Context: an optimization exercise on an open-source flow, tuned for small area. The choices shown serve that exercise and are no tape-out recipe. Function was checked by simulation only, so behaviour that the tests miss may differ from the original.

**run.sh**
```bash
#!/bin/bash
# synth_recipe.tcl (not shown) runs the flow's synth.tcl, then flattens the netlist and writes it again
# the make line also repeats each setting of config.mk as NAME=value (left out here)
make -C /OpenROAD-flow-scripts/flow DESIGN_CONFIG=/design/flow/config.mk WORK_HOME=/design/flow/orfs CLKGATE_MAP_FILE= SYNTH_SCRIPT=/design/flow/synth_recipe.tcl finish
```
**config.mk**
```make
export PLATFORM = sky130hd
export DESIGN_NAME = genWave
export DESIGN_NICKNAME = genWave
export VERILOG_FILES = /design/flow/design.v
export SDC_FILE = /design/flow/constraint.sdc
export NUM_CORES = 4
export LEC_CHECK = 0
export CAP_MARGIN = 20
export CORE_MARGIN = 2
export CORE_UTILIZATION = 40
export PLACE_DENSITY = 0.6
export SLEW_MARGIN = 20
```
**constraint.sdc**
```tcl
create_clock -name core_clock -period 20.8 [get_ports {i_clk48}]
set_input_delay 4.1600 -clock core_clock [delete_from_list [all_inputs] [get_ports {i_clk48}]]
set_output_delay 4.1600 -clock core_clock [all_outputs]
set_load 0.01 [all_outputs]
```
**design.v**
```verilog
`default_nettype none
module cordic
( input  var        i_clk
, input  var        i_ld    
, input  var [ 4:0] i_it    
, input  var [15:0] i_ph    
, input  var [15:0] i_phf   
, output var [15:0] o_sin   
);
logic [15:0] qph;   
always_comb qph = i_ph[14] ? {~i_ph[13:0], 2'b11} : {i_ph[13:0], 2'b01};
logic [15:0] qphf;
always_comb qphf = i_phf[14] ? {~i_phf[13:0], 2'b11} : {i_phf[13:0], 2'b01};
logic [22:0] angle;
always_comb
  case (i_it)
    5'd1:  angle = 23'h25C80A;
    5'd2:  angle = 23'h13F670;
    5'd3:  angle = 23'h0A2223;
    5'd4:  angle = 23'h05161A;
    5'd5:  angle = 23'h028BAF;
    5'd6:  angle = 23'h0145EC;
    5'd7:  angle = 23'h00A2F8;
    5'd8:  angle = 23'h00517C;
    5'd9:  angle = 23'h0028BE;
    5'd10: angle = 23'h00145F;
    5'd11: angle = 23'h000A2F;
    5'd12: angle = 23'h000517;
    5'd13: angle = 23'h00028B;
    5'd14: angle = 23'h000145;
    5'd15: angle = 23'h0000A2;
    5'd16: angle = 23'h000051;
    5'd17: angle = 23'h000028;
    5'd18: angle = 23'h000014;
    5'd19: angle = 23'h00000A;
    default: angle = 23'h000000;
  endcase
logic signed [18:0] x, y;
logic        [22:0] p;
logic signed [18:0] xs, ys;
always_comb begin
  xs = x >>> i_it;
  ys = y >>> i_it;
end
always_ff @(posedge i_clk)
  if (i_ld) begin
    x <= qph[15] ? 19'd0 : {1'b0, 16'hDBD9, 2'b00};
    y <= qph[15] ? {1'b0, 16'hDBD9, 2'b00} : 19'd0;
    p <= {qph, 7'd0};
  end else if (p[22]) begin
    x <= x + ys;
    y <= y - xs;
    p <= p + angle;
  end else begin
    x <= x - ys;
    y <= y + xs;
    p <= p - angle;
  end
always_comb
  if (qphf > 16'd65508)   o_sin = 16'hFFFE;
  else if (qphf < 16'd32) o_sin = qphf + (qphf >> 1);
  else                    o_sin = y[17:2];
endmodule
`default_nettype none
module saw2sin
( input  var [15:0] i_saw
, input  var [15:0] i_qsin
, output var [15:0] o_sin
);
logic invert;
always_comb invert = i_saw[15];
logic reverse;
always_comb reverse = i_saw[14];
logic [16:0] sin;
always_comb sin = reverse
  ? (invert ? ~{1'b1, i_qsin[15:0]}           
            : {1'b1, i_qsin[15:0]} + 17'd1)   
  : (invert ? ~{1'b1, i_qsin[15:0]} + 17'd2   
            : {1'b1, i_qsin[15:0]} + 17'd0);  
always_comb o_sin = {~sin[16], sin[15:1]};
endmodule
`default_nettype none
module genWave
( input  var        i_clk48     
, input  var        i_rst48_n   
, input  var        i_pause     
, input  var [ 4:0] i_osc_sel   
, input  var [23:0] i_t_freq    
, input  var        i_tf_valid  
, input  var [ 7:0] i_wav_sel   
, input  var        i_ws_valid  
, output var [15:0] o_sample    
, output var        o_pulse     
);
localparam int L  = 21;         
localparam int TF = 20;         
localparam int PEND = 1 + 31 * L + TF;  
logic [9:0] c;
always_ff @(posedge i_clk48)
  if (!i_rst48_n)         c <= 10'd999;
  else if (c == 10'd999)  c <= 10'd0;
  else                    c <= c + 10'd1;
always_comb o_pulse = (c == 10'd0);
logic [4:0] rot;
always_ff @(posedge i_clk48) rot <= rot + 5'd1;
logic [23:0] int_phase_step;
always_comb int_phase_step = 24'd699 * i_t_freq;
logic [14:0] st_in;
always_comb st_in = int_phase_step[23:9];
logic [1:0] w_in;
always_comb w_in = (i_wav_sel[7:2] == 6'd0) ? i_wav_sel[1:0] : 2'd0;
logic [4:0] wpos;  
always_comb wpos = i_osc_sel + rot + 5'd1;
logic [15:0] ph_r [0:31];
logic [14:0] st_r [0:31];
logic [ 1:0] w_r  [0:31];
logic        vis;      
logic        fin;      
logic [15:0] ph_new;   
for (genvar p = 0; p < 32; p++) begin: l_ring
  localparam int Q = (p + 31) % 32;
  if (p == 1) begin: l_upd
    always_ff @(posedge i_clk48) ph_r[p] <= vis ? ph_new : ph_r[Q];
  end else begin: l_shift
    always_ff @(posedge i_clk48) ph_r[p] <= ph_r[Q];
  end
  always_ff @(posedge i_clk48) begin
    st_r[p] <= (i_tf_valid && wpos == 5'(p)) ? st_in : st_r[Q];
    w_r[p]  <= (i_ws_valid && wpos == 5'(p)) ? w_in  : w_r[Q];
  end
end
logic fp;  
logic [4:0] cyc;
always_ff @(posedge i_clk48)
  if (c == 10'd0 || cyc == 5'(L - 1)) cyc <= 5'd0;
  else                                 cyc <= cyc + 5'd1;
logic in_sweep;
always_comb in_sweep = (c != 10'd0) && (c <= 10'(PEND));
always_comb vis = in_sweep && (cyc == 5'd0);
always_comb fin = in_sweep && (cyc == 5'(TF));
always_ff @(posedge i_clk48)
  if (!i_rst48_n)                   fp <= 1'b1;
  else if (fin && c == 10'(PEND))   fp <= 1'b0;
logic [15:0] ph0, ph;
logic [14:0] st0;
logic [ 1:0] w;
always_comb begin
  ph0 = ph_r[0];
  st0 = st_r[0];
  ph  = ph_r[TF];  
  w   = w_r[TF];
end
always_comb
  if (fp)                ph_new = 16'd0;
  else if (st0 == 15'd0) ph_new = {ph0[15], ph0[15:1]};
  else if (!i_pause)     ph_new = ph0 + {1'b0, st0};
  else                   ph_new = ph0;
logic [15:0] qsin;
cordic m_cordic
( .i_clk (i_clk48)
, .i_ld  (cyc == 5'd0)
, .i_it  (cyc)
, .i_ph  (ph_new)
, .i_phf (ph)
, .o_sin (qsin)
);
logic [15:0] sine;
saw2sin m_saw2sin
( .i_saw  (ph)
, .i_qsin (qsin)
, .o_sin  (sine)
);
logic [15:0] sample;
always_comb
  case (w)
    2'd0: sample = ph;
    2'd1: sample = {~ph[15], {15{ph[15]}}};
    2'd2: sample = ph[15] ? {ph[14], ~ph[13:0], 1'b1} : {~ph[14], ph[13:0], 1'b0};
    default: sample = sine;
  endcase
logic [20:0] acc;
logic [ 5:0] m;  
logic post;
always_comb post = (c > 10'(PEND));
always_ff @(posedge i_clk48)
  if (c == 10'd0) begin
    acc <= 21'd0;
    m   <= 6'h3F;
  end else if (fin) begin
    acc <= acc + {{5{sample[15]}}, sample};
    m   <= m + {5'd0, (ph != 16'd0)};
  end else if (post && m != 6'd0) begin
    acc <= {acc[20], acc[20:1]};
    m   <= {1'b0, m[5:1]};
  end
always_comb o_sample = acc[15:0];
endmodule
```
==> results.txt <==
The length of the first detailed-routing pass in iterations came out at 5. In the finished design, the share of the clock period the worst path needs comes to 47.0%. The remaining design rule violation count is 0. The slowest stage of the critical path belongs to the cell sky130_fd_sc_hd__xnor2_4. The number of register bits inferred by synthesis is 1187. Static timing analysis puts the maximum clock frequency at 102 MHz. The most numerous cell type found on the critical path is sky130_fd_sc_hd__fa_1. The setup slack at placement is 10220 ps. STA classifies the critical path endpoint as a register. The detail-routed net length per standard cell is 15.7 um. The area of placed instances is 0.0483 mm2.

The core region is 0.116 mm2. The share of the core filled with cells is 45.2%.

The worst setup path is launched from an input port. Setup repair after global routing left no endpoint under its margin. The worst register-to-register path begins at ph_r[20][14]$_DFF_P_. The DRC marker count from the first detailed-route iteration is 1938. The deepest level of the CTS H-tree came out at 3. Compared with the post-synthesis result, the final layout area differs by 12.6%. The CTS root buffer is sky130_fd_sc_hd__clkbuf_16. The number of global-route vias before repair is 29.8k. The count of warnings emitted by yosys is 6. For this block, the via count after detailed routing is 31.0k. The cell depth of the worst flop-to-flop path is 27. The slew of the pin with the lowest slew margin came out at 1120 ps. The starting density of the core came out at 40.2%.

The net count after synthesis is 4949. The global-route total usage across every layer came out at 16.4%. The arrival time at the worst endpoint is 10330 ps. The stage delay of the slowest cell on the critical path is 630 ps.

The count of cells along the worst hold path came out at 0. The routed wire length is 97200 um. The post-detailed-placement half-perimeter wirelength is 65100 um.

Summed over all failing endpoints, the final setup total negative slack is 0 ps. The die is 345 um wide. Data on the critical path is required at its endpoint by 21350 ps. The count of standard-cell rows came out at 125.

The smallest hold slack came out at 279 ps. The clock insertion delay at the later pin of the skew report is 720 ps. Including well taps, the total number of placed cells is 5977. The worst clock skew came out at 67.0 ps. After routing the design area is 0.0524 mm2. In this run the worst path has a maximum fanout of 32. The placer congestion estimate is 0.855.

The number of antenna violations at the first check in global routing is 2. The number of CTS-inserted buffers is 115. For this design, the CTS-stage hold fixing added 0 buffers. In the routed layout, each cell is associated on average with a via count of 5.00. Global routing finished with a remaining overflow of 0.

After technology mapping, the gate count stands at 4614. The post-route worst setup slack is 11020 ps. The path class of the lowest-slack min-delay path is register to register.

The clock input transition at the sequential cells of the worst setup and hold paths came out at 60 ps. The most used flip-flop cell after synthesis is sky130_fd_sc_hd__dfxtp_1. The reg-to-reg critical path endpoint is acc[20]$_SDFFE_PP0P_. The hold path startpoint is ph_r[15][15]$_DFF_P_. The worst-case register-to-register setup slack is 13310 ps. The run finished with no timing, DRC or antenna violations. Subtracting the final worst setup slack from the clock period gives 9780 ps.

In the final layout, the share of cells above drive strength 1 is 11.1%. The global-route wire length before repair is 159000 um. Counting along the longest clock path gives a buffer depth of 3.

The sequential area share after synthesis came out at 51.1%. In the final design database the tool counted 4908 nets. Traced cell by cell, the critical path runs through clkdlybuf4s50_1, ha_1, fa_1, inv_1, fa_1, fa_1, inv_1, fa_1, ha_1, nand3_1, o21ai_0, nand2_1, a211oi_1, o31ai_1, o2111ai_1, a21o_1, a21oi_1, xnor2_4, o21ai_0.

Setup violations remaining at the end of the flow were counted as 0. The maximum number of pins on one net before global-route repair is 62. The count of endpoints failing hold in the final timing report was 0. Across the run, the number of max-cap violations was 0. The category of the most critical setup path is input port to register. Port buffering added 58 buffers. The synthesized area divided by synthesized cell count came out at 10.1 um2. The number of pins with negative max-slew slack in the final report is 0. The cell area that synthesis handed to floorplanning was 0.0465 mm2. The number of enable-type register cells in the synthesized netlist is 0. After clock tree synthesis, the repair step resized 0 gates. Once detail routing completed, the nets flagged for antenna violations numbered 0. The fraction of synthesis flops using an asynchronous set or reset pin is 0%.

The clock tree from TritonCTS is done. The number of primary I/O pins is 59. The die covers 0.119 mm2.

The final cell count without fillers came out at 6198. Counting distinct cell types in the post-synthesis netlist gives 83. The sink count of the clock tree is 1187.

The end of the worst hold path is ph_r[16][15]$_DFF_P_. The remaining max-slew budget at the tightest pin came out at 25.4%. Measured along the y axis, the die boundary spans 345 um.

The post-CTS setup-driven buffer insertion count came out at 0.
## worst max path at each step
stage,from,to,slack (ps),depth (start not counted)
after floorplan,i_t_freq[3],st_r[0][14]$_DFF_P_,11860,18
after global placement,i_t_freq[7],st_r[21][14]$_DFF_P_,9980,19
after detailed placement,i_t_freq[7],st_r[14][14]$_DFF_P_,10220,19
after CTS,i_t_freq[7],st_r[14][14]$_DFF_P_,10970,19
after global routing,i_t_freq[5],st_r[1][14]$_DFF_P_,10570,19
final,i_t_freq[5],st_r[17][14]$_DFF_P_,11020,19
## per-layer routing
layer / part of all wire (%) / up-vias / track usage (%)
li1: - / 15700 / -
met1: 49 / 14600 / 23.2
met4: 2.4 / 0 / 5.04
met2: 44 / 547 / 25.6
met3: 4.0 / 153 / 2.67
met5: 0 / - / 0
## critical path, delay by kind of cell
family                   cells  cell delay, ps
adder cells (fa/ha/maj)      6            2720
AND/OR/NAND/NOR              2             230
XOR/XNOR                     1             630
AO/OA/AOI/OAI                7            1900
buffers and inverters        3             670
## cell usage after synthesis (7+ instances only)
library cell               instances  share of area (%)
sky130_fd_sc_hd__a22oi_1           8               0.13
sky130_fd_sc_hd__mux4_2           38                1.8
sky130_fd_sc_hd__fa_1             86                3.7
sky130_fd_sc_hd__buf_2            15               0.16
sky130_fd_sc_hd__inv_1           207                1.7
sky130_fd_sc_hd__nor4_1           15               0.20
sky130_fd_sc_hd__or2_2            12               0.16
sky130_fd_sc_hd__buf_4            20               0.32
sky130_fd_sc_hd__nor2b_1          34               0.46
sky130_fd_sc_hd__ha_1            207                5.6
sky130_fd_sc_hd__nand3_1          62               0.67
sky130_fd_sc_hd__mux2_2          181                4.4
sky130_fd_sc_hd__a21oi_1         170                1.8
sky130_fd_sc_hd__and2_1           18               0.24
sky130_fd_sc_hd__a311oi_1          8               0.15
sky130_fd_sc_hd__o22ai_1          11               0.15
sky130_fd_sc_hd__o31ai_1          52               0.84
sky130_fd_sc_hd__nand4_1          18               0.24
sky130_fd_sc_hd__dfxtp_1        1187                 51
sky130_fd_sc_hd__nor2_1          220                1.8
sky130_fd_sc_hd__nor3_1           71               0.76
sky130_fd_sc_hd__clkbuf_1        199                1.6
sky130_fd_sc_hd__or3_1            23               0.31
sky130_fd_sc_hd__o21ai_0         479                5.2
sky130_fd_sc_hd__mux2i_1          50                1.1
sky130_fd_sc_hd__nand2_1         615                5.0
sky130_fd_sc_hd__nand2b_1         29               0.39
sky130_fd_sc_hd__a31oi_1          27               0.36
sky130_fd_sc_hd__o21bai_1         23               0.37
sky130_fd_sc_hd__and3_1           22               0.30
sky130_fd_sc_hd__o311ai_0          9               0.17
sky130_fd_sc_hd__a21o_1           37               0.60
sky130_fd_sc_hd__buf_1            24               0.19
sky130_fd_sc_hd__a211oi_1         41               0.66
sky130_fd_sc_hd__xor2_1          108                2.0
sky130_fd_sc_hd__a31o_2            7               0.13
sky130_fd_sc_hd__or4_1             7               0.11
sky130_fd_sc_hd__xnor2_1         127                2.4
sky130_fd_sc_hd__o21a_1            9               0.15
sky130_fd_sc_hd__o211ai_1         27               0.44
## cell families (layout without fill, tap and decap cells)
group / Yosys count / in the layout / synth area share (%)
muxes: 269 / 269 / 7.30
xor gates and xnor gates: 235 / 235 / 4.43
and+or+nand+nor: 1176 / 1176 / 11.2
DFF: 1187 / 1187 / 51.1
buffers and inverters: 468 / 527 / 4.04
AOI/OAI and AO/OA: 986 / 986 / 12.7
other: 0 / 1 / 0
adders and majority gates: 293 / 293 / 9.27
## sequential cells by signal, summed over array words and instances (netlist names)
signal          cells
acc                21
c                  10
cyc                 5
fp                  1
m                   6
m_cordic.angle     22
m_cordic.p         23
m_cordic.x         19
m_cordic.y         19
ph_r              512
rot                 5
st_r              480
w_r                64
## layout by cell type, fill, tap and decap left out, drive strengths merged, types with 11 or more instances in the layout
master	instances
a31oi	29
nand3	62
ha	207
a21oi	170
nor4	16
clkdlybuf4s50	58
xnor2	127
clkinv	34
mux4	38
and2	19
inv	215
o31ai	53
mux2	181
buf	45
and3	22
o21bai	23
o22ai	11
mux2i	50
o21ai	483
nor2b	34
nand2	615
nand4	18
xor2	108
o211ai	28
or3	23
dfxtp	1187
nor3	71
or2	12
clkbuf	159
fa	86
nor2	221
a21o	37
nand2b	29
a211oi	41
## area by class of cell
type | count | area, um2
Antenna cell | 1 | 2.50
Clock buffer | 159 | 3290
Clock inverter | 58 | 696
Fill cell | 11000 | 63400
Inverter | 207 | 777
Multi-Input combinational cell | 2959 | 21000
Sequential cell | 1187 | 23800
Tap cell | 1524 | 1910
Timing Repair Buffer | 103 | 933

what the ideal ports hide:
In the flow no input, the clock included, has a driving cell. The finished layout below was timed again as built, in two steps. Step 1 sets driving cells, clkbuf_16 on the clock port and buf_2 on the other inputs (assumed; they add their load-dependent delay and slew). Step 2 moves the port delays by t, midway between the first and last clock arrival at a register: inputs arrive t later, outputs are due t later. That takes back most of the time a late clock gives input paths. Three values: ideal, step 1, step 2; two values: the first two.
t (ns): 0.752
setup slack, ns: 11.018 / 11.067 / 10.315
worst hold slack (ns): 0.279 / 0.279 / 0.279
clock arrival spread, ns: 0.076 / 0.075
After both steps this run still meets setup and hold. For this run, drivers alone change the setup slack by +0.049 ns; drivers and shift together by -0.703 ns.
